Source: an optimization exercise on an open RTL-to-GDS flow (aim: small area). Production flows keep margins and buffers that such runs may drop. Where RTL was checked, it was by simulation tests only, not by an equivalence proof against the original. Function not checked in run 2: the RTL went through the layout flow alone.

==> flow/design.v <==
package AggrCDMAPkg;
    parameter int CDMA_CODE_WIDTH = 16;                      
    parameter int NUM_PORTS       = CDMA_CODE_WIDTH;         
    parameter int DATA_WIDTH      = 8;                       
    parameter int LOG_CODE_WIDTH  = $clog2(CDMA_CODE_WIDTH-1); 
    parameter int COUNTER_WIDTH   = $clog2(CDMA_CODE_WIDTH-1);   
    parameter logic [CDMA_CODE_WIDTH*CDMA_CODE_WIDTH-1:0] CDMA_CODES    
                   = { 16'd0,
                       16'd21845,
                       16'd13107,
                       16'd26214,
                       16'd3855,
                       16'd23130,
                       16'd15420,
                       16'd26985,
                       16'd255,
                       16'd21930,
                       16'd13260,
                       16'd26265,
                       16'd4080,
                       16'd23205,
                       16'd15555,
                       16'd27030};
    typedef   logic [DATA_WIDTH-1:0] dataWord;  
endpackage
module fa3 (
  input  logic a,
  input  logic b,
  input  logic c,
  output logic s,
  output logic co
);
  assign s  = a ^ b ^ c;
  assign co = (a & b) | (a & c) | (b & c);
endmodule
module ha2 (
  input  logic a,
  input  logic b,
  output logic s,
  output logic co
);
  assign s  = a ^ b;
  assign co = a & b;
endmodule
module acdma_top (
  input  logic         clk,
  input  logic         rst,
  input  logic [127:0] data_in,
  output logic [127:0] decoded_out
);
  logic [15:1] chip;
  wire  [15:0] chipx = {chip, 1'b0};
  wire  [3:0]  ph = ~{chip[8], chip[4], chip[2], chip[1]};
  wire  [3:0]  nn = ~(ph + 4'h1);
  always_ff @(posedge clk) begin
    if (rst) {chip[12], chip[8], chip[4], chip[3], chip[2], chip[1]} <= 6'd0;
    else begin
      chip[1] <= nn[0];
      chip[2] <= nn[1];
      chip[3] <= nn[0] ^ nn[1];
      chip[4] <= nn[2];
      chip[8] <= nn[3];
      chip[12] <= nn[2] ^ nn[3];
    end
  end
  assign chip[5] = chip[1] ^ chip[4];
  assign chip[6] = chip[2] ^ chip[4];
  assign chip[7] = chip[3] ^ chip[4];
  assign chip[9] = chip[1] ^ chip[8];
  assign chip[10] = chip[2] ^ chip[8];
  assign chip[11] = chip[3] ^ chip[8];
  assign chip[13] = chip[1] ^ chip[12];
  assign chip[14] = chip[2] ^ chip[12];
  assign chip[15] = chip[3] ^ chip[12];
  logic [127:0] w;
  assign w[7:0] = {~(data_in[7] ^ chipx[0]), data_in[6:0] ^ {7{chipx[0]}}};
  assign w[15:8] = {~(data_in[15] ^ chipx[1]), data_in[14:8] ^ {7{chipx[1]}}};
  assign w[23:16] = {~(data_in[23] ^ chipx[2]), data_in[22:16] ^ {7{chipx[2]}}};
  assign w[31:24] = {~(data_in[31] ^ chipx[3]), data_in[30:24] ^ {7{chipx[3]}}};
  assign w[39:32] = {~(data_in[39] ^ chipx[4]), data_in[38:32] ^ {7{chipx[4]}}};
  assign w[47:40] = {~(data_in[47] ^ chipx[5]), data_in[46:40] ^ {7{chipx[5]}}};
  assign w[55:48] = {~(data_in[55] ^ chipx[6]), data_in[54:48] ^ {7{chipx[6]}}};
  assign w[63:56] = {~(data_in[63] ^ chipx[7]), data_in[62:56] ^ {7{chipx[7]}}};
  assign w[71:64] = {~(data_in[71] ^ chipx[8]), data_in[70:64] ^ {7{chipx[8]}}};
  assign w[79:72] = {~(data_in[79] ^ chipx[9]), data_in[78:72] ^ {7{chipx[9]}}};
  assign w[87:80] = {~(data_in[87] ^ chipx[10]), data_in[86:80] ^ {7{chipx[10]}}};
  assign w[95:88] = {~(data_in[95] ^ chipx[11]), data_in[94:88] ^ {7{chipx[11]}}};
  assign w[103:96] = {~(data_in[103] ^ chipx[12]), data_in[102:96] ^ {7{chipx[12]}}};
  assign w[111:104] = {~(data_in[111] ^ chipx[13]), data_in[110:104] ^ {7{chipx[13]}}};
  assign w[119:112] = {~(data_in[119] ^ chipx[14]), data_in[118:112] ^ {7{chipx[14]}}};
  assign w[127:120] = {~(data_in[127] ^ chipx[15]), data_in[126:120] ^ {7{chipx[15]}}};
  wire ts0, tc0;
  fa3 uts0 (.a(w[0]), .b(w[8]), .c(w[16]), .s(ts0), .co(tc0));
  wire ts1, tc1;
  fa3 uts1 (.a(w[24]), .b(w[32]), .c(w[64]), .s(ts1), .co(tc1));
  wire ts2, tc2;
  fa3 uts2 (.a(w[96]), .b(w[40]), .c(w[48]), .s(ts2), .co(tc2));
  wire ts3, tc3;
  fa3 uts3 (.a(w[56]), .b(w[72]), .c(w[80]), .s(ts3), .co(tc3));
  wire ts4, tc4;
  fa3 uts4 (.a(w[88]), .b(w[104]), .c(w[112]), .s(ts4), .co(tc4));
  wire ts5, tc5;
  fa3 uts5 (.a(w[120]), .b(ts0), .c(ts1), .s(ts5), .co(tc5));
  wire ts6, tc6;
  fa3 uts6 (.a(ts2), .b(ts3), .c(ts4), .s(ts6), .co(tc6));
  wire ts7, tc7;
  fa3 uts7 (.a(w[1]), .b(w[9]), .c(w[17]), .s(ts7), .co(tc7));
  wire ts8, tc8;
  fa3 uts8 (.a(w[25]), .b(w[33]), .c(w[65]), .s(ts8), .co(tc8));
  wire ts9, tc9;
  fa3 uts9 (.a(w[97]), .b(w[41]), .c(w[49]), .s(ts9), .co(tc9));
  wire ts10, tc10;
  fa3 uts10 (.a(w[57]), .b(w[73]), .c(w[81]), .s(ts10), .co(tc10));
  wire ts11, tc11;
  fa3 uts11 (.a(w[89]), .b(w[105]), .c(w[113]), .s(ts11), .co(tc11));
  wire ts12, tc12;
  fa3 uts12 (.a(w[121]), .b(tc0), .c(tc1), .s(ts12), .co(tc12));
  wire ts13, tc13;
  fa3 uts13 (.a(ts7), .b(ts8), .c(tc2), .s(ts13), .co(tc13));
  wire ts14, tc14;
  fa3 uts14 (.a(tc3), .b(tc4), .c(ts9), .s(ts14), .co(tc14));
  wire ts15, tc15;
  fa3 uts15 (.a(ts10), .b(ts11), .c(tc5), .s(ts15), .co(tc15));
  wire ts16, tc16;
  fa3 uts16 (.a(ts12), .b(tc6), .c(ts13), .s(ts16), .co(tc16));
  wire ts17, tc17;
  fa3 uts17 (.a(w[2]), .b(w[10]), .c(w[18]), .s(ts17), .co(tc17));
  wire ts18, tc18;
  fa3 uts18 (.a(w[26]), .b(w[34]), .c(w[66]), .s(ts18), .co(tc18));
  wire ts19, tc19;
  fa3 uts19 (.a(w[98]), .b(w[42]), .c(w[50]), .s(ts19), .co(tc19));
  wire ts20, tc20;
  fa3 uts20 (.a(w[58]), .b(w[74]), .c(w[82]), .s(ts20), .co(tc20));
  wire ts21, tc21;
  fa3 uts21 (.a(w[90]), .b(w[106]), .c(w[114]), .s(ts21), .co(tc21));
  wire ts22, tc22;
  fa3 uts22 (.a(w[122]), .b(tc7), .c(tc8), .s(ts22), .co(tc22));
  wire ts23, tc23;
  fa3 uts23 (.a(ts17), .b(ts18), .c(tc9), .s(ts23), .co(tc23));
  wire ts24, tc24;
  fa3 uts24 (.a(tc10), .b(tc11), .c(ts19), .s(ts24), .co(tc24));
  wire ts25, tc25;
  fa3 uts25 (.a(ts20), .b(ts21), .c(tc12), .s(ts25), .co(tc25));
  wire ts26, tc26;
  fa3 uts26 (.a(ts22), .b(tc13), .c(tc14), .s(ts26), .co(tc26));
  wire ts27, tc27;
  fa3 uts27 (.a(ts23), .b(ts24), .c(tc15), .s(ts27), .co(tc27));
  wire ts28, tc28;
  fa3 uts28 (.a(ts25), .b(tc16), .c(ts26), .s(ts28), .co(tc28));
  wire ts29, tc29;
  fa3 uts29 (.a(w[3]), .b(w[11]), .c(w[19]), .s(ts29), .co(tc29));
  wire ts30, tc30;
  fa3 uts30 (.a(w[27]), .b(w[35]), .c(w[67]), .s(ts30), .co(tc30));
  wire ts31, tc31;
  fa3 uts31 (.a(w[99]), .b(w[43]), .c(w[51]), .s(ts31), .co(tc31));
  wire ts32, tc32;
  fa3 uts32 (.a(w[59]), .b(w[75]), .c(w[83]), .s(ts32), .co(tc32));
  wire ts33, tc33;
  fa3 uts33 (.a(w[91]), .b(w[107]), .c(w[115]), .s(ts33), .co(tc33));
  wire ts34, tc34;
  fa3 uts34 (.a(w[123]), .b(tc17), .c(tc18), .s(ts34), .co(tc34));
  wire ts35, tc35;
  fa3 uts35 (.a(ts29), .b(ts30), .c(tc19), .s(ts35), .co(tc35));
  wire ts36, tc36;
  fa3 uts36 (.a(tc20), .b(tc21), .c(ts31), .s(ts36), .co(tc36));
  wire ts37, tc37;
  fa3 uts37 (.a(ts32), .b(ts33), .c(tc22), .s(ts37), .co(tc37));
  wire ts38, tc38;
  fa3 uts38 (.a(ts34), .b(tc23), .c(tc24), .s(ts38), .co(tc38));
  wire ts39, tc39;
  fa3 uts39 (.a(ts35), .b(tc25), .c(ts36), .s(ts39), .co(tc39));
  wire ts40, tc40;
  fa3 uts40 (.a(ts37), .b(tc26), .c(ts38), .s(ts40), .co(tc40));
  wire ts41, tc41;
  fa3 uts41 (.a(tc27), .b(ts39), .c(tc28), .s(ts41), .co(tc41));
  wire ts42, tc42;
  fa3 uts42 (.a(w[4]), .b(w[12]), .c(w[20]), .s(ts42), .co(tc42));
  wire ts43, tc43;
  fa3 uts43 (.a(w[28]), .b(w[36]), .c(w[68]), .s(ts43), .co(tc43));
  wire ts44, tc44;
  fa3 uts44 (.a(w[100]), .b(w[44]), .c(w[52]), .s(ts44), .co(tc44));
  wire ts45, tc45;
  fa3 uts45 (.a(w[60]), .b(w[76]), .c(w[84]), .s(ts45), .co(tc45));
  wire ts46, tc46;
  fa3 uts46 (.a(w[92]), .b(w[108]), .c(w[116]), .s(ts46), .co(tc46));
  wire ts47, tc47;
  fa3 uts47 (.a(w[124]), .b(tc29), .c(tc30), .s(ts47), .co(tc47));
  wire ts48, tc48;
  fa3 uts48 (.a(ts42), .b(ts43), .c(tc31), .s(ts48), .co(tc48));
  wire ts49, tc49;
  fa3 uts49 (.a(tc32), .b(tc33), .c(ts44), .s(ts49), .co(tc49));
  wire ts50, tc50;
  fa3 uts50 (.a(ts45), .b(ts46), .c(tc34), .s(ts50), .co(tc50));
  wire ts51, tc51;
  fa3 uts51 (.a(ts47), .b(tc35), .c(tc36), .s(ts51), .co(tc51));
  wire ts52, tc52;
  fa3 uts52 (.a(ts48), .b(tc37), .c(ts49), .s(ts52), .co(tc52));
  wire ts53, tc53;
  fa3 uts53 (.a(ts50), .b(tc38), .c(tc39), .s(ts53), .co(tc53));
  wire ts54, tc54;
  fa3 uts54 (.a(ts51), .b(ts52), .c(tc40), .s(ts54), .co(tc54));
  wire ts55, tc55;
  fa3 uts55 (.a(w[5]), .b(w[13]), .c(w[21]), .s(ts55), .co(tc55));
  wire ts56, tc56;
  fa3 uts56 (.a(w[29]), .b(w[37]), .c(w[69]), .s(ts56), .co(tc56));
  wire ts57, tc57;
  fa3 uts57 (.a(w[101]), .b(w[45]), .c(w[53]), .s(ts57), .co(tc57));
  wire ts58, tc58;
  fa3 uts58 (.a(w[61]), .b(w[77]), .c(w[85]), .s(ts58), .co(tc58));
  wire ts59, tc59;
  fa3 uts59 (.a(w[93]), .b(w[109]), .c(w[117]), .s(ts59), .co(tc59));
  wire ts60, tc60;
  fa3 uts60 (.a(w[125]), .b(tc42), .c(tc43), .s(ts60), .co(tc60));
  wire ts61, tc61;
  fa3 uts61 (.a(ts55), .b(ts56), .c(tc44), .s(ts61), .co(tc61));
  wire ts62, tc62;
  fa3 uts62 (.a(tc45), .b(tc46), .c(ts57), .s(ts62), .co(tc62));
  wire ts63, tc63;
  fa3 uts63 (.a(ts58), .b(ts59), .c(tc47), .s(ts63), .co(tc63));
  wire ts64, tc64;
  fa3 uts64 (.a(ts60), .b(tc48), .c(tc49), .s(ts64), .co(tc64));
  wire ts65, tc65;
  fa3 uts65 (.a(ts61), .b(tc50), .c(ts62), .s(ts65), .co(tc65));
  wire ts66, tc66;
  fa3 uts66 (.a(ts63), .b(tc51), .c(tc52), .s(ts66), .co(tc66));
  wire ts67, tc67;
  fa3 uts67 (.a(ts64), .b(ts65), .c(tc53), .s(ts67), .co(tc67));
  wire ts68, tc68;
  fa3 uts68 (.a(w[6]), .b(w[14]), .c(w[22]), .s(ts68), .co(tc68));
  wire ts69, tc69;
  fa3 uts69 (.a(w[30]), .b(w[38]), .c(w[70]), .s(ts69), .co(tc69));
  wire ts70, tc70;
  fa3 uts70 (.a(w[102]), .b(w[46]), .c(w[54]), .s(ts70), .co(tc70));
  wire ts71, tc71;
  fa3 uts71 (.a(w[62]), .b(w[78]), .c(w[86]), .s(ts71), .co(tc71));
  wire ts72, tc72;
  fa3 uts72 (.a(w[94]), .b(w[110]), .c(w[118]), .s(ts72), .co(tc72));
  wire ts73, tc73;
  fa3 uts73 (.a(w[126]), .b(tc55), .c(tc56), .s(ts73), .co(tc73));
  wire ts74, tc74;
  fa3 uts74 (.a(ts68), .b(ts69), .c(tc57), .s(ts74), .co(tc74));
  wire ts75, tc75;
  fa3 uts75 (.a(tc58), .b(tc59), .c(ts70), .s(ts75), .co(tc75));
  wire ts76, tc76;
  fa3 uts76 (.a(ts71), .b(ts72), .c(tc60), .s(ts76), .co(tc76));
  wire ts77, tc77;
  fa3 uts77 (.a(ts73), .b(tc61), .c(tc62), .s(ts77), .co(tc77));
  wire ts78, tc78;
  fa3 uts78 (.a(ts74), .b(tc63), .c(ts75), .s(ts78), .co(tc78));
  wire ts79, tc79;
  fa3 uts79 (.a(ts76), .b(tc64), .c(tc65), .s(ts79), .co(tc79));
  wire ts80, tc80;
  fa3 uts80 (.a(ts77), .b(ts78), .c(tc66), .s(ts80), .co(tc80));
  wire ts81, tc81;
  fa3 uts81 (.a(w[7]), .b(w[15]), .c(w[23]), .s(ts81), .co(tc81));
  wire ts82, tc82;
  fa3 uts82 (.a(w[31]), .b(w[39]), .c(w[71]), .s(ts82), .co(tc82));
  wire ts83, tc83;
  fa3 uts83 (.a(w[103]), .b(w[47]), .c(w[55]), .s(ts83), .co(tc83));
  wire ts84, tc84;
  fa3 uts84 (.a(w[63]), .b(w[79]), .c(w[87]), .s(ts84), .co(tc84));
  wire ts85, tc85;
  fa3 uts85 (.a(w[95]), .b(w[111]), .c(w[119]), .s(ts85), .co(tc85));
  wire ts86, tc86;
  fa3 uts86 (.a(w[127]), .b(tc68), .c(tc69), .s(ts86), .co(tc86));
  wire ts87, tc87;
  fa3 uts87 (.a(ts81), .b(ts82), .c(tc70), .s(ts87), .co(tc87));
  wire ts88, tc88;
  fa3 uts88 (.a(tc71), .b(tc72), .c(ts83), .s(ts88), .co(tc88));
  wire ts89, tc89;
  fa3 uts89 (.a(ts84), .b(ts85), .c(tc73), .s(ts89), .co(tc89));
  wire ts90, tc90;
  fa3 uts90 (.a(ts86), .b(tc74), .c(tc75), .s(ts90), .co(tc90));
  wire ts91, tc91;
  fa3 uts91 (.a(ts87), .b(tc76), .c(ts88), .s(ts91), .co(tc91));
  wire ts92, tc92;
  fa3 uts92 (.a(ts89), .b(tc77), .c(tc78), .s(ts92), .co(tc92));
  wire ts93, tc93;
  fa3 uts93 (.a(ts90), .b(ts91), .c(tc79), .s(ts93), .co(tc93));
  wire ts94, tc94;
  fa3 uts94 (.a(tc81), .b(tc82), .c(tc83), .s(ts94), .co(tc94));
  wire ts95, tc95;
  fa3 uts95 (.a(tc84), .b(tc85), .c(tc86), .s(ts95), .co(tc95));
  wire ts96, tc96;
  fa3 uts96 (.a(tc87), .b(tc88), .c(ts94), .s(ts96), .co(tc96));
  wire ts97, tc97;
  fa3 uts97 (.a(tc89), .b(ts95), .c(tc90), .s(ts97), .co(tc97));
  wire ts98, tc98;
  fa3 uts98 (.a(tc91), .b(ts96), .c(tc92), .s(ts98), .co(tc98));
  wire ts99, tc99;
  fa3 uts99 (.a(tc94), .b(tc95), .c(tc96), .s(ts99), .co(tc99));
  wire [11:0] t0 = {1'b0, tc99, tc97, ts97, ts92, ts79, ts66, ts53, ts40, ts27, ts14, ts5};
  wire [11:0] t1 = {1'b0, 1'b0, ts99, tc93, tc80, tc67, tc54, tc41, ts41, ts28, ts15, ts6};
  wire [11:0] t2 = {1'b0, 1'b0, tc98, ts98, ts93, ts80, ts67, ts54, 1'b0, 1'b0, ts16, 1'b0};
  logic [11:0] a0, a1, a2;
  logic [11:0] r1, r2;
  logic [11:3] r3;
  logic [3:0] xl;
  logic [7:0] xd;
  logic cx;
  wire sel = ~ph[0];
  wire [3:0] xa = sel ? {r2[2:0], 1'b0} : r2[3:0];
  wire [3:0] xb = sel ? ~xl : r1[3:0];
  wire [4:0] xc;
  wire [3:0] xs;
  ha2 uxl0 (.a(xa[0]), .b(xb[0]), .s(xs[0]), .co(xc[1]));
  fa3 uxl1 (.a(xa[1]), .b(xb[1]), .c(xc[1]), .s(xs[1]), .co(xc[2]));
  fa3 uxl2 (.a(xa[2]), .b(xb[2]), .c(xc[2]), .s(xs[2]), .co(xc[3]));
  fa3 uxl3 (.a(xa[3]), .b(xb[3]), .c(xc[3]), .s(xs[3]), .co(xc[4]));
  wire [7:0] ya = sel ? r3[11:4] : r3[10:3];
  wire [7:0] yb = sel ? r2[11:4] : ~xd;
  wire [8:0] yc;
  wire [7:0] ys;
  assign yc[0] = cx;
  fa3 uxh0 (.a(ya[0]), .b(yb[0]), .c(yc[0]), .s(ys[0]), .co(yc[1]));
  fa3 uxh1 (.a(ya[1]), .b(yb[1]), .c(yc[1]), .s(ys[1]), .co(yc[2]));
  fa3 uxh2 (.a(ya[2]), .b(yb[2]), .c(yc[2]), .s(ys[2]), .co(yc[3]));
  fa3 uxh3 (.a(ya[3]), .b(yb[3]), .c(yc[3]), .s(ys[3]), .co(yc[4]));
  fa3 uxh4 (.a(ya[4]), .b(yb[4]), .c(yc[4]), .s(ys[4]), .co(yc[5]));
  fa3 uxh5 (.a(ya[5]), .b(yb[5]), .c(yc[5]), .s(ys[5]), .co(yc[6]));
  fa3 uxh6 (.a(ya[6]), .b(yb[6]), .c(yc[6]), .s(ys[6]), .co(yc[7]));
  assign ys[7] = ya[7] ^ yb[7] ^ yc[7];
  always_ff @(posedge clk) begin
    a0 <= t0;
    a1 <= t1;
    a2 <= t2;
    r1 <= a0 + a1 + a2;
    r2 <= r1;
    r3 <= r2[11:3];
    xl <= xs;
    cx <= xc[4];
    xd <= ys;
  end
  wire [3:0] xlo = xl;
  logic [7:0] sl, sh;
  logic clr_lo, clr_hi;
  assign clr_lo = (ph == 4'd4) | (ph == 4'd5);
  always_comb begin
    case (ph)
      4'd0: sl = 8'he1;
      4'd1: sl = 8'he1;
      4'd2: sl = 8'h00;
      4'd3: sl = 8'h00;
      4'd4: sl = 8'h63;
      4'd5: sl = 8'h63;
      4'd6: sl = 8'hc9;
      4'd7: sl = 8'hc9;
      4'd8: sl = 8'hb4;
      4'd9: sl = 8'hb4;
      4'd10: sl = 8'h55;
      4'd11: sl = 8'h55;
      4'd12: sl = 8'h9c;
      4'd13: sl = 8'h9c;
      4'd14: sl = 8'hc9;
      4'd15: sl = 8'hc9;
      default: sl = 8'h00;
    endcase
  end
  always_ff @(posedge clk) begin
    sh <= sl;
    clr_hi <= clr_lo;
  end
  logic [3:0] klo [0:7];
  logic [7:0] khi [0:7];
  assign klo[0] = ph[0] ? 4'hc : 4'h4;
  assign khi[0] = ph[0] ? 8'h7 : 8'hff;
  assign klo[1] = ph[0] ? 4'h8 : 4'h8;
  assign khi[1] = ph[0] ? 8'hff : 8'hff;
  assign klo[2] = ph[0] ? 4'h8 : 4'h8;
  assign khi[2] = ph[0] ? 8'hff : 8'hff;
  assign klo[3] = ph[0] ? 4'h8 : 4'h8;
  assign khi[3] = ph[0] ? 8'hff : 8'hff;
  assign klo[4] = ph[0] ? 4'h8 : 4'h8;
  assign khi[4] = ph[0] ? 8'hff : 8'hff;
  assign klo[5] = ph[0] ? 4'h8 : 4'h8;
  assign khi[5] = ph[0] ? 8'hff : 8'hff;
  assign klo[6] = ph[0] ? 4'h8 : 4'h8;
  assign khi[6] = ph[0] ? 8'hff : 8'hff;
  assign klo[7] = ph[0] ? 4'h8 : 4'h8;
  assign khi[7] = ph[0] ? 8'hff : 8'hff;
  logic [11:0] ring [0:15];
  logic [7:0]  cy;
  wire [3:0] la0 = ~(clr_lo ? klo[0] : ring[0][3:0]);
  wire [3:0] lb0 = xlo ^ {4{sl[0]}};
  wire [4:0] lc0;
  wire [3:0] ls0;
  assign lc0[0] = 1'b0;
  ha2 ul0_0 (.a(la0[0]), .b(lb0[0]), .s(ls0[0]), .co(lc0[1]));
  fa3 ul0_1 (.a(la0[1]), .b(lb0[1]), .c(lc0[1]), .s(ls0[1]), .co(lc0[2]));
  fa3 ul0_2 (.a(la0[2]), .b(lb0[2]), .c(lc0[2]), .s(ls0[2]), .co(lc0[3]));
  fa3 ul0_3 (.a(la0[3]), .b(lb0[3]), .c(lc0[3]), .s(ls0[3]), .co(lc0[4]));
  wire [7:0] ha0 = ~(clr_hi ? khi[0] : ring[1][11:4]);
  wire [7:0] hb0 = xd ^ {8{sh[0]}};
  wire [7:0] hc0;
  wire [7:0] hs0;
  assign hc0[0] = cy[0];
  fa3 uh0_0 (.a(ha0[0]), .b(hb0[0]), .c(hc0[0]), .s(hs0[0]), .co(hc0[1]));
  fa3 uh0_1 (.a(ha0[1]), .b(hb0[1]), .c(hc0[1]), .s(hs0[1]), .co(hc0[2]));
  fa3 uh0_2 (.a(ha0[2]), .b(hb0[2]), .c(hc0[2]), .s(hs0[2]), .co(hc0[3]));
  fa3 uh0_3 (.a(ha0[3]), .b(hb0[3]), .c(hc0[3]), .s(hs0[3]), .co(hc0[4]));
  fa3 uh0_4 (.a(ha0[4]), .b(hb0[4]), .c(hc0[4]), .s(hs0[4]), .co(hc0[5]));
  fa3 uh0_5 (.a(ha0[5]), .b(hb0[5]), .c(hc0[5]), .s(hs0[5]), .co(hc0[6]));
  fa3 uh0_6 (.a(ha0[6]), .b(hb0[6]), .c(hc0[6]), .s(hs0[6]), .co(hc0[7]));
  assign hs0[7] = ha0[7] ^ hb0[7] ^ hc0[7];
  wire [3:0] la1 = ~(clr_lo ? klo[1] : ring[2][3:0]);
  wire [3:0] lb1 = xlo ^ {4{sl[1]}};
  wire [4:0] lc1;
  wire [3:0] ls1;
  assign lc1[0] = 1'b0;
  ha2 ul1_0 (.a(la1[0]), .b(lb1[0]), .s(ls1[0]), .co(lc1[1]));
  fa3 ul1_1 (.a(la1[1]), .b(lb1[1]), .c(lc1[1]), .s(ls1[1]), .co(lc1[2]));
  fa3 ul1_2 (.a(la1[2]), .b(lb1[2]), .c(lc1[2]), .s(ls1[2]), .co(lc1[3]));
  fa3 ul1_3 (.a(la1[3]), .b(lb1[3]), .c(lc1[3]), .s(ls1[3]), .co(lc1[4]));
  wire [7:0] ha1 = ~(clr_hi ? khi[1] : ring[3][11:4]);
  wire [7:0] hb1 = xd ^ {8{sh[1]}};
  wire [7:0] hc1;
  wire [7:0] hs1;
  assign hc1[0] = cy[1];
  fa3 uh1_0 (.a(ha1[0]), .b(hb1[0]), .c(hc1[0]), .s(hs1[0]), .co(hc1[1]));
  fa3 uh1_1 (.a(ha1[1]), .b(hb1[1]), .c(hc1[1]), .s(hs1[1]), .co(hc1[2]));
  fa3 uh1_2 (.a(ha1[2]), .b(hb1[2]), .c(hc1[2]), .s(hs1[2]), .co(hc1[3]));
  fa3 uh1_3 (.a(ha1[3]), .b(hb1[3]), .c(hc1[3]), .s(hs1[3]), .co(hc1[4]));
  fa3 uh1_4 (.a(ha1[4]), .b(hb1[4]), .c(hc1[4]), .s(hs1[4]), .co(hc1[5]));
  fa3 uh1_5 (.a(ha1[5]), .b(hb1[5]), .c(hc1[5]), .s(hs1[5]), .co(hc1[6]));
  fa3 uh1_6 (.a(ha1[6]), .b(hb1[6]), .c(hc1[6]), .s(hs1[6]), .co(hc1[7]));
  assign hs1[7] = ha1[7] ^ hb1[7] ^ hc1[7];
  wire [3:0] la2 = ~(clr_lo ? klo[2] : ring[4][3:0]);
  wire [3:0] lb2 = xlo ^ {4{sl[2]}};
  wire [4:0] lc2;
  wire [3:0] ls2;
  assign lc2[0] = 1'b0;
  ha2 ul2_0 (.a(la2[0]), .b(lb2[0]), .s(ls2[0]), .co(lc2[1]));
  fa3 ul2_1 (.a(la2[1]), .b(lb2[1]), .c(lc2[1]), .s(ls2[1]), .co(lc2[2]));
  fa3 ul2_2 (.a(la2[2]), .b(lb2[2]), .c(lc2[2]), .s(ls2[2]), .co(lc2[3]));
  fa3 ul2_3 (.a(la2[3]), .b(lb2[3]), .c(lc2[3]), .s(ls2[3]), .co(lc2[4]));
  wire [7:0] ha2 = ~(clr_hi ? khi[2] : ring[5][11:4]);
  wire [7:0] hb2 = xd ^ {8{sh[2]}};
  wire [7:0] hc2;
  wire [7:0] hs2;
  assign hc2[0] = cy[2];
  fa3 uh2_0 (.a(ha2[0]), .b(hb2[0]), .c(hc2[0]), .s(hs2[0]), .co(hc2[1]));
  fa3 uh2_1 (.a(ha2[1]), .b(hb2[1]), .c(hc2[1]), .s(hs2[1]), .co(hc2[2]));
  fa3 uh2_2 (.a(ha2[2]), .b(hb2[2]), .c(hc2[2]), .s(hs2[2]), .co(hc2[3]));
  fa3 uh2_3 (.a(ha2[3]), .b(hb2[3]), .c(hc2[3]), .s(hs2[3]), .co(hc2[4]));
  fa3 uh2_4 (.a(ha2[4]), .b(hb2[4]), .c(hc2[4]), .s(hs2[4]), .co(hc2[5]));
  fa3 uh2_5 (.a(ha2[5]), .b(hb2[5]), .c(hc2[5]), .s(hs2[5]), .co(hc2[6]));
  fa3 uh2_6 (.a(ha2[6]), .b(hb2[6]), .c(hc2[6]), .s(hs2[6]), .co(hc2[7]));
  assign hs2[7] = ha2[7] ^ hb2[7] ^ hc2[7];
  wire [3:0] la3 = ~(clr_lo ? klo[3] : ring[6][3:0]);
  wire [3:0] lb3 = xlo ^ {4{sl[3]}};
  wire [4:0] lc3;
  wire [3:0] ls3;
  assign lc3[0] = 1'b0;
  ha2 ul3_0 (.a(la3[0]), .b(lb3[0]), .s(ls3[0]), .co(lc3[1]));
  fa3 ul3_1 (.a(la3[1]), .b(lb3[1]), .c(lc3[1]), .s(ls3[1]), .co(lc3[2]));
  fa3 ul3_2 (.a(la3[2]), .b(lb3[2]), .c(lc3[2]), .s(ls3[2]), .co(lc3[3]));
  fa3 ul3_3 (.a(la3[3]), .b(lb3[3]), .c(lc3[3]), .s(ls3[3]), .co(lc3[4]));
  wire [7:0] ha3 = ~(clr_hi ? khi[3] : ring[7][11:4]);
  wire [7:0] hb3 = xd ^ {8{sh[3]}};
  wire [7:0] hc3;
  wire [7:0] hs3;
  assign hc3[0] = cy[3];
  fa3 uh3_0 (.a(ha3[0]), .b(hb3[0]), .c(hc3[0]), .s(hs3[0]), .co(hc3[1]));
  fa3 uh3_1 (.a(ha3[1]), .b(hb3[1]), .c(hc3[1]), .s(hs3[1]), .co(hc3[2]));
  fa3 uh3_2 (.a(ha3[2]), .b(hb3[2]), .c(hc3[2]), .s(hs3[2]), .co(hc3[3]));
  fa3 uh3_3 (.a(ha3[3]), .b(hb3[3]), .c(hc3[3]), .s(hs3[3]), .co(hc3[4]));
  fa3 uh3_4 (.a(ha3[4]), .b(hb3[4]), .c(hc3[4]), .s(hs3[4]), .co(hc3[5]));
  fa3 uh3_5 (.a(ha3[5]), .b(hb3[5]), .c(hc3[5]), .s(hs3[5]), .co(hc3[6]));
  fa3 uh3_6 (.a(ha3[6]), .b(hb3[6]), .c(hc3[6]), .s(hs3[6]), .co(hc3[7]));
  assign hs3[7] = ha3[7] ^ hb3[7] ^ hc3[7];
  wire [3:0] la4 = ~(clr_lo ? klo[4] : ring[8][3:0]);
  wire [3:0] lb4 = xlo ^ {4{sl[4]}};
  wire [4:0] lc4;
  wire [3:0] ls4;
  assign lc4[0] = 1'b0;
  ha2 ul4_0 (.a(la4[0]), .b(lb4[0]), .s(ls4[0]), .co(lc4[1]));
  fa3 ul4_1 (.a(la4[1]), .b(lb4[1]), .c(lc4[1]), .s(ls4[1]), .co(lc4[2]));
  fa3 ul4_2 (.a(la4[2]), .b(lb4[2]), .c(lc4[2]), .s(ls4[2]), .co(lc4[3]));
  fa3 ul4_3 (.a(la4[3]), .b(lb4[3]), .c(lc4[3]), .s(ls4[3]), .co(lc4[4]));
  wire [7:0] ha4 = ~(clr_hi ? khi[4] : ring[9][11:4]);
  wire [7:0] hb4 = xd ^ {8{sh[4]}};
  wire [7:0] hc4;
  wire [7:0] hs4;
  assign hc4[0] = cy[4];
  fa3 uh4_0 (.a(ha4[0]), .b(hb4[0]), .c(hc4[0]), .s(hs4[0]), .co(hc4[1]));
  fa3 uh4_1 (.a(ha4[1]), .b(hb4[1]), .c(hc4[1]), .s(hs4[1]), .co(hc4[2]));
  fa3 uh4_2 (.a(ha4[2]), .b(hb4[2]), .c(hc4[2]), .s(hs4[2]), .co(hc4[3]));
  fa3 uh4_3 (.a(ha4[3]), .b(hb4[3]), .c(hc4[3]), .s(hs4[3]), .co(hc4[4]));
  fa3 uh4_4 (.a(ha4[4]), .b(hb4[4]), .c(hc4[4]), .s(hs4[4]), .co(hc4[5]));
  fa3 uh4_5 (.a(ha4[5]), .b(hb4[5]), .c(hc4[5]), .s(hs4[5]), .co(hc4[6]));
  fa3 uh4_6 (.a(ha4[6]), .b(hb4[6]), .c(hc4[6]), .s(hs4[6]), .co(hc4[7]));
  assign hs4[7] = ha4[7] ^ hb4[7] ^ hc4[7];
  wire [3:0] la5 = ~(clr_lo ? klo[5] : ring[10][3:0]);
  wire [3:0] lb5 = xlo ^ {4{sl[5]}};
  wire [4:0] lc5;
  wire [3:0] ls5;
  assign lc5[0] = 1'b0;
  ha2 ul5_0 (.a(la5[0]), .b(lb5[0]), .s(ls5[0]), .co(lc5[1]));
  fa3 ul5_1 (.a(la5[1]), .b(lb5[1]), .c(lc5[1]), .s(ls5[1]), .co(lc5[2]));
  fa3 ul5_2 (.a(la5[2]), .b(lb5[2]), .c(lc5[2]), .s(ls5[2]), .co(lc5[3]));
  fa3 ul5_3 (.a(la5[3]), .b(lb5[3]), .c(lc5[3]), .s(ls5[3]), .co(lc5[4]));
  wire [7:0] ha5 = ~(clr_hi ? khi[5] : ring[11][11:4]);
  wire [7:0] hb5 = xd ^ {8{sh[5]}};
  wire [7:0] hc5;
  wire [7:0] hs5;
  assign hc5[0] = cy[5];
  fa3 uh5_0 (.a(ha5[0]), .b(hb5[0]), .c(hc5[0]), .s(hs5[0]), .co(hc5[1]));
  fa3 uh5_1 (.a(ha5[1]), .b(hb5[1]), .c(hc5[1]), .s(hs5[1]), .co(hc5[2]));
  fa3 uh5_2 (.a(ha5[2]), .b(hb5[2]), .c(hc5[2]), .s(hs5[2]), .co(hc5[3]));
  fa3 uh5_3 (.a(ha5[3]), .b(hb5[3]), .c(hc5[3]), .s(hs5[3]), .co(hc5[4]));
  fa3 uh5_4 (.a(ha5[4]), .b(hb5[4]), .c(hc5[4]), .s(hs5[4]), .co(hc5[5]));
  fa3 uh5_5 (.a(ha5[5]), .b(hb5[5]), .c(hc5[5]), .s(hs5[5]), .co(hc5[6]));
  fa3 uh5_6 (.a(ha5[6]), .b(hb5[6]), .c(hc5[6]), .s(hs5[6]), .co(hc5[7]));
  assign hs5[7] = ha5[7] ^ hb5[7] ^ hc5[7];
  wire [3:0] la6 = ~(clr_lo ? klo[6] : ring[12][3:0]);
  wire [3:0] lb6 = xlo ^ {4{sl[6]}};
  wire [4:0] lc6;
  wire [3:0] ls6;
  assign lc6[0] = 1'b0;
  ha2 ul6_0 (.a(la6[0]), .b(lb6[0]), .s(ls6[0]), .co(lc6[1]));
  fa3 ul6_1 (.a(la6[1]), .b(lb6[1]), .c(lc6[1]), .s(ls6[1]), .co(lc6[2]));
  fa3 ul6_2 (.a(la6[2]), .b(lb6[2]), .c(lc6[2]), .s(ls6[2]), .co(lc6[3]));
  fa3 ul6_3 (.a(la6[3]), .b(lb6[3]), .c(lc6[3]), .s(ls6[3]), .co(lc6[4]));
  wire [7:0] ha6 = ~(clr_hi ? khi[6] : ring[13][11:4]);
  wire [7:0] hb6 = xd ^ {8{sh[6]}};
  wire [7:0] hc6;
  wire [7:0] hs6;
  assign hc6[0] = cy[6];
  fa3 uh6_0 (.a(ha6[0]), .b(hb6[0]), .c(hc6[0]), .s(hs6[0]), .co(hc6[1]));
  fa3 uh6_1 (.a(ha6[1]), .b(hb6[1]), .c(hc6[1]), .s(hs6[1]), .co(hc6[2]));
  fa3 uh6_2 (.a(ha6[2]), .b(hb6[2]), .c(hc6[2]), .s(hs6[2]), .co(hc6[3]));
  fa3 uh6_3 (.a(ha6[3]), .b(hb6[3]), .c(hc6[3]), .s(hs6[3]), .co(hc6[4]));
  fa3 uh6_4 (.a(ha6[4]), .b(hb6[4]), .c(hc6[4]), .s(hs6[4]), .co(hc6[5]));
  fa3 uh6_5 (.a(ha6[5]), .b(hb6[5]), .c(hc6[5]), .s(hs6[5]), .co(hc6[6]));
  fa3 uh6_6 (.a(ha6[6]), .b(hb6[6]), .c(hc6[6]), .s(hs6[6]), .co(hc6[7]));
  assign hs6[7] = ha6[7] ^ hb6[7] ^ hc6[7];
  wire [3:0] la7 = ~(clr_lo ? klo[7] : ring[14][3:0]);
  wire [3:0] lb7 = xlo ^ {4{sl[7]}};
  wire [4:0] lc7;
  wire [3:0] ls7;
  assign lc7[0] = 1'b0;
  ha2 ul7_0 (.a(la7[0]), .b(lb7[0]), .s(ls7[0]), .co(lc7[1]));
  fa3 ul7_1 (.a(la7[1]), .b(lb7[1]), .c(lc7[1]), .s(ls7[1]), .co(lc7[2]));
  fa3 ul7_2 (.a(la7[2]), .b(lb7[2]), .c(lc7[2]), .s(ls7[2]), .co(lc7[3]));
  fa3 ul7_3 (.a(la7[3]), .b(lb7[3]), .c(lc7[3]), .s(ls7[3]), .co(lc7[4]));
  wire [7:0] ha7 = ~(clr_hi ? khi[7] : ring[15][11:4]);
  wire [7:0] hb7 = xd ^ {8{sh[7]}};
  wire [7:0] hc7;
  wire [7:0] hs7;
  assign hc7[0] = cy[7];
  fa3 uh7_0 (.a(ha7[0]), .b(hb7[0]), .c(hc7[0]), .s(hs7[0]), .co(hc7[1]));
  fa3 uh7_1 (.a(ha7[1]), .b(hb7[1]), .c(hc7[1]), .s(hs7[1]), .co(hc7[2]));
  fa3 uh7_2 (.a(ha7[2]), .b(hb7[2]), .c(hc7[2]), .s(hs7[2]), .co(hc7[3]));
  fa3 uh7_3 (.a(ha7[3]), .b(hb7[3]), .c(hc7[3]), .s(hs7[3]), .co(hc7[4]));
  fa3 uh7_4 (.a(ha7[4]), .b(hb7[4]), .c(hc7[4]), .s(hs7[4]), .co(hc7[5]));
  fa3 uh7_5 (.a(ha7[5]), .b(hb7[5]), .c(hc7[5]), .s(hs7[5]), .co(hc7[6]));
  fa3 uh7_6 (.a(ha7[6]), .b(hb7[6]), .c(hc7[6]), .s(hs7[6]), .co(hc7[7]));
  assign hs7[7] = ha7[7] ^ hb7[7] ^ hc7[7];
  always_ff @(posedge clk) begin
    ring[1] <= {ring[0][11:4], ls0};
    cy[0] <= lc0[4];
    ring[2] <= {hs0, ring[1][3:0]};
    ring[3] <= {ring[2][11:4], ls1};
    cy[1] <= lc1[4];
    ring[4] <= {hs1, ring[3][3:0]};
    ring[5] <= {ring[4][11:4], ls2};
    cy[2] <= lc2[4];
    ring[6] <= {hs2, ring[5][3:0]};
    ring[7] <= {ring[6][11:4], ls3};
    cy[3] <= lc3[4];
    ring[8] <= {hs3, ring[7][3:0]};
    ring[9] <= {ring[8][11:4], ls4};
    cy[4] <= lc4[4];
    ring[10] <= {hs4, ring[9][3:0]};
    ring[11] <= {ring[10][11:4], ls5};
    cy[5] <= lc5[4];
    ring[12] <= {hs5, ring[11][3:0]};
    ring[13] <= {ring[12][11:4], ls6};
    cy[6] <= lc6[4];
    ring[14] <= {hs6, ring[13][3:0]};
    ring[15] <= {ring[14][11:4], ls7};
    cy[7] <= lc7[4];
    ring[0] <= {hs7, ring[15][3:0]};
  end
  assign decoded_out[7:0] = ring[1][11:4];
  assign decoded_out[15:8] = ring[0][11:4];
  assign decoded_out[23:16] = ring[9][11:4];
  assign decoded_out[31:24] = ring[8][11:4];
  assign decoded_out[39:32] = ring[5][11:4];
  assign decoded_out[47:40] = ring[4][11:4];
  assign decoded_out[55:48] = ring[13][11:4];
  assign decoded_out[63:56] = ring[12][11:4];
  assign decoded_out[71:64] = ring[15][11:4];
  assign decoded_out[79:72] = ring[14][11:4];
  assign decoded_out[87:80] = ring[11][11:4];
  assign decoded_out[95:88] = ring[10][11:4];
  assign decoded_out[103:96] = ring[3][11:4];
  assign decoded_out[111:104] = ring[2][11:4];
  assign decoded_out[119:112] = ring[7][11:4];
  assign decoded_out[127:120] = ring[6][11:4];
endmodule
==> flow/flow/run.sh <==
#!/bin/bash
# The standard layout, with the smallest buffer on every input and output port
# instead of the flow's default choice, and clock tree synthesis without dummy
# loads and with smaller clock buffers, then downsizing of gates off the
# critical paths after global routing (power recovery).  make's output goes to flow_make.log.
set -euo pipefail
export BUFFER_PORTS_ARGS="-buffer_cell sky130_fd_sc_hd__buf_1"
export CTS_ARGS="-sink_clustering_enable -repair_clock_nets -dont_use_dummy_load -buf_list {sky130_fd_sc_hd__clkbuf_8} -sink_clustering_size 20 -sink_clustering_max_diameter 60"
export RECOVER_POWER=100
bash standard.sh > flow_make.log 2>&1
==> flow/standard.sh <==
#!/bin/bash
# synth_recipe.tcl (not shown) runs the flow's synth.tcl, then flattens the netlist and writes it again
# the make line also repeats each setting of config.mk as NAME=value (left out here)
make -C /OpenROAD-flow-scripts/flow DESIGN_CONFIG=/design/flow/config.mk WORK_HOME=/design/flow/orfs CLKGATE_MAP_FILE= SYNTH_SCRIPT=/design/flow/synth_recipe.tcl "${@:-finish}"
==> flow/config.mk <==
export PLATFORM = sky130hd
export DESIGN_NAME = acdma_top
export DESIGN_NICKNAME = acdma_top
export VERILOG_FILES = /design/flow/design.v
export SDC_FILE = /design/flow/constraint.sdc
export NUM_CORES = 4
export LEC_CHECK = 0
export CAP_MARGIN = 20
export CORE_MARGIN = 2
export CORE_UTILIZATION = 70
export PLACE_DENSITY = 0.8
export SLEW_MARGIN = 20
export SYNTH_HIERARCHICAL = 1
export SYNTH_MINIMUM_KEEP_SIZE = 0
==> flow/constraint.sdc <==
create_clock -name core_clock -period 4.0 [get_ports {clk}]
set_input_delay 0.8000 -clock core_clock [delete_from_list [all_inputs] [get_ports {clk}]]
set_output_delay 0.8000 -clock core_clock [all_outputs]
set_load 0.01 [all_outputs]
==> flow_summary.json, run 1 <==
{
  "status": "complete, no violations",
  "endpoint": "ring[0][11]",
  "post-route-period-util_pct": 97.0,
  "initial_core_util_pct": 71.4,
  "vias": 7593,
  "ys.flop_type": "dfxtp_1",
  "clockRootBuffer": "clkbuf_8",
  "rsz0062_at_grt": "no",
  "min_path_type": "flop to flop",
  "drc": 0,
  "ys_ff_latch": 287,
  "ys_seq_area_share_pct": 39.8,
  "rr_worst_depth": 11,
  "post-cts-setup-buffers": 0,
  "synthCells": 1109,
  "core_mm2": 0.0202,
  "max_slew_margin_pct": 45.6,
  "rows": 52,
  "first_iter_violations": 385,
  "hold_ws_ns": 0.308,
  "grt_overflow": 0,
  "antenna_found_initial": 0,
  "place_hpwl_um": 21900,
  "die_w_um": 148,
  "layout-drive-gt1-share_pct": 6.13,
  "clk_latency_ns": 0.54,
  "postSynthAreaPerCell_um2": 13.0,
  "final_core_util_pct": 74.1,
  "tightest_slew_ns": 0.815,
  "finalWorstSetupSlack_ns": 0.122,
  "clk_pin_slew_ns": 0.12,
  "wl_um": 26900,
  "fin_skew_ns": 0.0839,
  "cts_tree": "yes",
  "arrival_ns": 4.32,
  "synth_largest_area_cell": "dfxtp_1",
  "viasPerCell": 5.03,
  "grt_max_degree": 33,
  "drtAntennaViolNets": 0,
  "cts_num_sinks": 287,
  "dieArea_mm2": 0.0218,
  "synth_compound_area_share_pct": 1.36,
  "synth_mux_area_share_pct": 1.66,
  "syn2layout_area_growth_pct": 3.86,
  "hold_viol": 0,
  "groute.usage.overall_pct": 25.8,
  "die_h_um": 148,
  "synth-simple-area-share_pct": 3.57,
  "htree_levels": 1,
  "crit_type": "flop to flop",
  "max_freq_ghz": 0.258,
  "cts_buffer_depth": 3,
  "syn_nets": 1466,
  "async_flop_share_pct": 0,
  "synth_xor_xnor_area_share_pct": 15.0,
  "required_ns": 4.44,
  "cts_made_buffers": 19,
  "synth_enable_flop_cells": 0,
  "post-place-ws_ns": -0.132,
  "crit_path_start": "xd[0]",
  "end_kind": "flop",
  "nets": 1599,
  "io_pins": 258,
  "io_buffer_count": 257,
  "antenna_cells": 0,
  "grt_pass1_vias": 8498,
  "gp_congestion": 0.884,
  "synth.top_cell.area_share_pct": 39.8,
  "synth_top_family_by_area": "adder cells",
  "finalMaxSlewViolations": 0,
  "cap_violations": 0,
  "setup_viol": 0,
  "synth.most_common_cell": "dfxtp_1",
  "fin_crit_ns": 3.88,
  "r2r_slack_ns": 0.12,
  "timing.rr.start": "xd[0]",
  "drtPass1Iterations": 4,
  "synth_area_mm2": 0.0144,
  "grt_pass1_wl_um": 43100,
  "critPathMaxFanout": 7,
  "worstReg2RegEnd": "ring[0][11]",
  "start_kind": "flop",
  "yosys_warnings": 19,
  "yosys-top-cells-count": "287 x dfxtp_1, 198 x fa_1, 132 x buf_4",
  "synth_fa_ha_area_share_pct": 30.0,
  "synth_area_leaders": "dfxtp_1 40%, fa_1 27%, xor2_1 7.2%, buf_4 6.9%, xnor2_1 6.2%",
  "wl_per_cell_um": 17.8,
  "ys_types": 40
}
layout by cell type, fill, tap and decap left out, types with 2 or more instances in the layout:
cell      netlist  layout
xnor2_4         8       7
dfxtp_4         0       3
xor2_1        118     118
dfxtp_1       287     284
mux2i_1         6       6
a211oi_1        3       3
nand2_1        37      37
clkbuf_1       15       2
o21ai_0        15      16
buf_4         132      20
ha_1           29      29
fa_1          198     190
buf_1           4     257
inv_1          18      18
nor3b_1         2       2
fa_2            0       8
mux2i_4         3       3
clkinv_1        2       2
nor2b_1         2       2
xnor2_1       102     103
a21oi_1         5       5
mux2_2         10       9
nor3_1          2       2
nor2_1         79      79
clkbuf_8        0      19
sequential cells by signal, summed over array words and instances (netlist names), 6 cells and up:
signal,flops
xd,8
ring,192
r3,9
sh,6
a2,7
chip,6
r2,12
a1,10
r1,12
a0,11
cy,8
worst max-delay path: stages (launching register included):
cell	delay [ns]
dfxtp_4	0.40
xor2_1	0.16
fa_1	0.41
fa_1	0.39
fa_1	0.40
fa_1	0.40
fa_1	0.39
fa_1	0.39
fa_1	0.38
xor2_1	0.16
xnor2_1	0.19
xnor2_1	0.13
per-module statistics from Yosys, one instance, submodules excluded:
module	area, µm²	times used	flops+latches	cells
acdma_top	10500	1	287	910
fa3	20.0	190	0	1
ha2	12.5	9	0	1
per-stage QoR:
stage	area [µm²]	std cells	setup TNS [ns]
after floorplan	14500	1109	-0.00674
after global placement	14700	1491	-0.00672
after detailed placement	14700	1491	-0.274
after CTS	15000	1510	0
after global routing	15000	1510	0
final	15000	1510	0
routing by layer:
layer	wire [µm]	share of wire (%)	global-route usage, %	up-vias
met5	0	0	0	-
met4	872	3.2	8.22	0
met3	1130	4.2	3.21	59
met2	14200	53	46.3	219
met1	10800	40	32.8	3792
li1	-	-	-	3523
repair_timing:
action,CTS,global route
pin swaps,0,3
gates resized for setup,1,11
endpoints found under the setup margin,5,5
hold buffers,0,0
hold endpoints to repair,0,0
cells by family after synthesis:
logic type,after synthesis
AND/OR/NAND/NOR,128
buffers and inverters,188
adder cells (fa/ha/maj),227
AO/OA/AOI/OAI,31
multiplexers,19
flip-flops,287
XOR/XNOR,229
cell type report:
type	instances	area (µm²)
Multi-Input combinational cell	634	7440
Sequential cell	287	5760
Fill cell	1341	5240
Timing Repair Buffer	280	1130
Tap cell	270	338
Clock buffer	19	262
Inverter	20	75.1
worst min-delay path by stage:
| stage | start | end | slack, ns | depth (start not counted) |
|---|---|---|---|---|
| 6_report | ring[13][2] | ring[14][2] | 0.31 | 0 |
| 5_1_grt | ring[13][2] | ring[14][2] | 0.32 | 0 |
| 4_1_cts | r1[10] | r2[10] | 0.32 | 0 |
| 3_5_place_dp | r1[7] | r2[7] | 0.31 | 0 |
| 3_3_place_gp | ring[3][1] | ring[4][1] | 0.31 | 0 |
| 2_1_floorplan | r1[10] | r2[10] | 0.31 | 0 |
==> inputs of run 2 (changes only) <==
--- a/flow/design.v
+++ b/flow/design.v
@@ -337,22 +337,22 @@
   assign clr_lo = (ph == 4'd4) | (ph == 4'd5);
   always_comb begin
     case (ph)
-      4'd0: sl = 8'he1;
-      4'd1: sl = 8'he1;
+      4'd0: sl = 8'h55;
+      4'd1: sl = 8'h55;
       4'd2: sl = 8'h00;
       4'd3: sl = 8'h00;
-      4'd4: sl = 8'h63;
-      4'd5: sl = 8'h63;
-      4'd6: sl = 8'hc9;
-      4'd7: sl = 8'hc9;
-      4'd8: sl = 8'hb4;
-      4'd9: sl = 8'hb4;
-      4'd10: sl = 8'h55;
-      4'd11: sl = 8'h55;
-      4'd12: sl = 8'h9c;
-      4'd13: sl = 8'h9c;
-      4'd14: sl = 8'hc9;
-      4'd15: sl = 8'hc9;
+      4'd4: sl = 8'h69;
+      4'd5: sl = 8'h69;
+      4'd6: sl = 8'h3c;
+      4'd7: sl = 8'h3c;
+      4'd8: sl = 8'ha5;
+      4'd9: sl = 8'ha5;
+      4'd10: sl = 8'hf0;
+      4'd11: sl = 8'hf0;
+      4'd12: sl = 8'h99;
+      4'd13: sl = 8'h99;
+      4'd14: sl = 8'hcc;
+      4'd15: sl = 8'hcc;
       default: sl = 8'h00;
     endcase
   end
@@ -559,43 +559,43 @@
   always_ff @(posedge clk) begin
     ring[1] <= {ring[0][11:4], ls0};
     cy[0] <= lc0[4];
-    ring[2] <= {hs0, ring[1][3:0]};
+    ring[0] <= {hs0, ring[1][3:0]};
     ring[3] <= {ring[2][11:4], ls1};
     cy[1] <= lc1[4];
-    ring[4] <= {hs1, ring[3][3:0]};
+    ring[2] <= {hs1, ring[3][3:0]};
     ring[5] <= {ring[4][11:4], ls2};
     cy[2] <= lc2[4];
-    ring[6] <= {hs2, ring[5][3:0]};
+    ring[4] <= {hs2, ring[5][3:0]};
     ring[7] <= {ring[6][11:4], ls3};
     cy[3] <= lc3[4];
-    ring[8] <= {hs3, ring[7][3:0]};
+    ring[6] <= {hs3, ring[7][3:0]};
     ring[9] <= {ring[8][11:4], ls4};
     cy[4] <= lc4[4];
-    ring[10] <= {hs4, ring[9][3:0]};
+    ring[8] <= {hs4, ring[9][3:0]};
     ring[11] <= {ring[10][11:4], ls5};
     cy[5] <= lc5[4];
-    ring[12] <= {hs5, ring[11][3:0]};
+    ring[10] <= {hs5, ring[11][3:0]};
     ring[13] <= {ring[12][11:4], ls6};
     cy[6] <= lc6[4];
-    ring[14] <= {hs6, ring[13][3:0]};
+    ring[12] <= {hs6, ring[13][3:0]};
     ring[15] <= {ring[14][11:4], ls7};
     cy[7] <= lc7[4];
-    ring[0] <= {hs7, ring[15][3:0]};
+    ring[14] <= {hs7, ring[15][3:0]};
   end
   assign decoded_out[7:0] = ring[1][11:4];
   assign decoded_out[15:8] = ring[0][11:4];
-  assign decoded_out[23:16] = ring[9][11:4];
-  assign decoded_out[31:24] = ring[8][11:4];
+  assign decoded_out[23:16] = ring[3][11:4];
+  assign decoded_out[31:24] = ring[2][11:4];
   assign decoded_out[39:32] = ring[5][11:4];
   assign decoded_out[47:40] = ring[4][11:4];
-  assign decoded_out[55:48] = ring[13][11:4];
-  assign decoded_out[63:56] = ring[12][11:4];
-  assign decoded_out[71:64] = ring[15][11:4];
-  assign decoded_out[79:72] = ring[14][11:4];
+  assign decoded_out[55:48] = ring[7][11:4];
+  assign decoded_out[63:56] = ring[6][11:4];
+  assign decoded_out[71:64] = ring[9][11:4];
+  assign decoded_out[79:72] = ring[8][11:4];
   assign decoded_out[87:80] = ring[11][11:4];
   assign decoded_out[95:88] = ring[10][11:4];
-  assign decoded_out[103:96] = ring[3][11:4];
-  assign decoded_out[111:104] = ring[2][11:4];
-  assign decoded_out[119:112] = ring[7][11:4];
-  assign decoded_out[127:120] = ring[6][11:4];
+  assign decoded_out[103:96] = ring[13][11:4];
+  assign decoded_out[111:104] = ring[12][11:4];
+  assign decoded_out[119:112] = ring[15][11:4];
+  assign decoded_out[127:120] = ring[14][11:4];
 endmodule
==> flow_summary.json, run 2 <==
{
  "finalMaxSlewViolations": 0,
  "groute.usage.overall_pct": 25.8,
  "grt_overflow": 0,
  "async_flop_share_pct": 0,
  "top_regs": "ring x192, r1 x12, r2 x12",
  "max_slew_margin_pct": 44.0,
  "rr_worst_depth": 8,
  "grt_pass1_vias": 8758,
  "drtAntennaViolNets": 0,
  "initial_core_util_pct": 71.3,
  "r2r_slack_ns": 0.11,
  "top_register": "ring",
  "cts_made_buffers": 19,
  "synth_enable_flop_cells": 0,
  "fin_crit_ns": 3.89,
  "clk_pin_slew_ns": 0.12,
  "end_kind": "flop",
  "post-route-period-util_pct": 97.4,
  "synth_area_mm2": 0.0144,
  "max_freq_ghz": 0.257,
  "status": "complete, no violations",
  "place_hpwl_um": 21200,
  "core_mm2": 0.0202,
  "synth_largest_area_cell": "dfxtp_1",
  "min_path_type": "flop to flop",
  "mostFrequentLayoutCells": "286 x dfxtp_1, 257 x buf_1, 174 x fa_1",
  "synth_area_leaders": "dfxtp_1 40%, fa_1 27%, xor2_1 7.7%, buf_4 6.9%, xnor2_1 6.6%",
  "io_pins": 258,
  "wl_um": 26800,
  "wl_per_cell_um": 17.5,
  "gp_congestion": 0.859,
  "arrival_ns": 4.23,
  "endpoint": "a2[6]",
  "ys_seq_area_share_pct": 39.9,
  "ys_types": 32,
  "dieArea_mm2": 0.0218,
  "worstReg2RegEnd": "a2[6]",
  "placed_cell_area_mm2": 0.0148,
  "yosys-top-cells-count": "288 x dfxtp_1, 198 x fa_1, 133 x buf_4",
  "critPathMaxFanout": 25,
  "die_w_um": 148,
  "start_kind": "flop",
  "io_buffer_count": 257,
  "clockRootBuffer": "clkbuf_8",
  "first_iter_violations": 277,
  "layout-drive-gt1-share_pct": 6.60,
  "timing.rr.start": "chip[1]",
  "largest_register_ffs": 192,
  "finalInstanceArea_mm2": 0.0152,
  "crit_path_start": "chip[1]",
  "fin_skew_ns": 0.0937,
  "syn2layout_area_growth_pct": 5.13,
  "grt_pass1_wl_um": 43600,
  "synth.most_common_cell": "dfxtp_1",
  "htree_levels": 1,
  "drc": 0,
  "required_ns": 4.34,
  "yosys_warnings": 19,
  "hold_viol": 0,
  "antenna_found_initial": 1,
  "clk_latency_ns": 0.55,
  "setup_viol": 0,
  "cap_violations": 0,
  "cts_num_sinks": 288,
  "ys_ff_latch": 288,
  "cts_buffer_depth": 3,
  "synthCells": 1123,
  "rows": 52,
  "tightest_slew_ns": 0.836,
  "cts_tree": "yes",
  "timing.setup.tns_ns": 0,
  "viasPerCell": 5.08,
  "nets": 1615,
  "final_common_cell": "dfxtp_1",
  "grt_max_degree": 26,
  "vias": 7764,
  "synth.top_cell.area_share_pct": 39.9,
  "drtPass1Iterations": 6,
  "die_h_um": 148,
  "ys.flop_type": "dfxtp_1",
  "syn_nets": 1479,
  "crit_type": "flop to flop",
  "postSynthAreaPerCell_um2": 12.9
}
-- run 2: worst min path at each step --
stage	depth (start not counted)	start	slack [ns]	to
2_1_floorplan	0	r1[10]	0.31	r2[10]
3_3_place_gp	0	r1[6]	0.31	r2[6]
3_5_place_dp	0	r1[11]	0.31	r2[11]
4_1_cts	0	ring[12][8]	0.31	ring[13][8]
5_1_grt	0	ring[12][8]	0.32	ring[13][8]
6_report	0	ring[13][2]	0.32	ring[12][2]
-- run 2: per-layer routing --
layer,routed length [µm],vias to the layer above,track usage (%)
met3,1180,60,3.06
met1,10800,3905,32.7
met5,0,-,0
met2,14000,235,46.7
met4,821,0,8.13
li1,-,3564,-
-- run 2: modules after synthesis (local to each module, per instance) --
module / flip-flops and latches / area [µm²] / times used / cells inside
acdma_top: 288 / 10500 / 1 / 924
fa3: 0 / 20.0 / 190 / 1
ha2: 0 / 12.5 / 9 / 1
-- run 2: logic make-up after synthesis --
| logic type | count (synthesis) | share of synthesized area, % |
|---|---|---|
| flip-flops | 288 | 39.9 |
| XOR/XNOR | 244 | 15.7 |
| adder cells (fa/ha/maj) | 226 | 29.9 |
| buffers and inverters | 193 | 8.57 |
| AND/OR/NAND/NOR | 125 | 3.43 |
| AO/OA/AOI/OAI | 32 | 1.36 |
| multiplexers | 15 | 1.13 |
-- run 2: final cells by class --
class	instances	area (µm²)
Timing Repair Buffer	286	1230
Tap cell	270	338
Antenna cell	1	2.50
Multi-Input combinational cell	642	7490
Sequential cell	288	5770
Clock buffer	19	262
Inverter	22	82.6
Fill cell	1359	5060
-- run 2: critical path: stages, from the launching register on --
cell	delay (ns)
dfxtp_2	0.36
buf_12	0.18
xnor2_2	0.66
xnor2_1	0.19
fa_1	0.51
fa_1	0.44
fa_1	0.46
fa_1	0.41
fa_1	0.44
-- run 2: stage by stage --
step	instances	setup WS, ns	utilization (%)	hold slack, ns
floorplan	1123	0.0166	-	0.310
global route	1528	-0.00395	75.0	0.321
CTS	1527	0.00946	74.9	0.313
global placement	1507	0.0957	73.3	0.310
detailed placement	1507	-0.0490	73.3	0.312
finish	1528	0.106	75.0	0.317
-- run 2: repair_timing --
action	4_1_cts	5_1_grt
resized for setup	7	16
pin swaps	4	8
endpoints found under the hold margin	0	0
setup buffers	0	0
hold buffers	0	0
gates cloned	1	0
setup endpoints to repair	4	11

-- re-timing with driven ports --
In the flow no input, the clock included, has a driving cell. The finished layouts below were timed again as built, in two steps. Step 1 (the two cells are an assumption about what drives the block):
set clk [get_ports {clk}]
set_driving_cell -lib_cell sky130_fd_sc_hd__clkbuf_16 $clk
set_driving_cell -lib_cell sky130_fd_sc_hd__buf_2 [delete_from_list [all_inputs] $clk]
Step 2 also shifts input and output timing later by t, the mid clock arrival at the registers, as if the neighbouring blocks saw the same clock. Three values: ideal ports, drivers, drivers and shift; two values: the first two.
| run | shift t [ns] | slack for setup (ns) | worst hold slack (ns) | worst setup path after step 2 | worst slew at a driven data input, ns |
|---|---|---|---|---|---|
| run 1 | 0.536 | 0.122 / 0.122 / 0.122 | 0.308 / 0.308 / 0.308 | register to register | 0.05 |
| run 2 | 0.545 | 0.106 / 0.106 / 0.106 | 0.317 / 0.317 / 0.317 | register to register | 0.08 |
After both steps setup and hold are still met in every run listed.
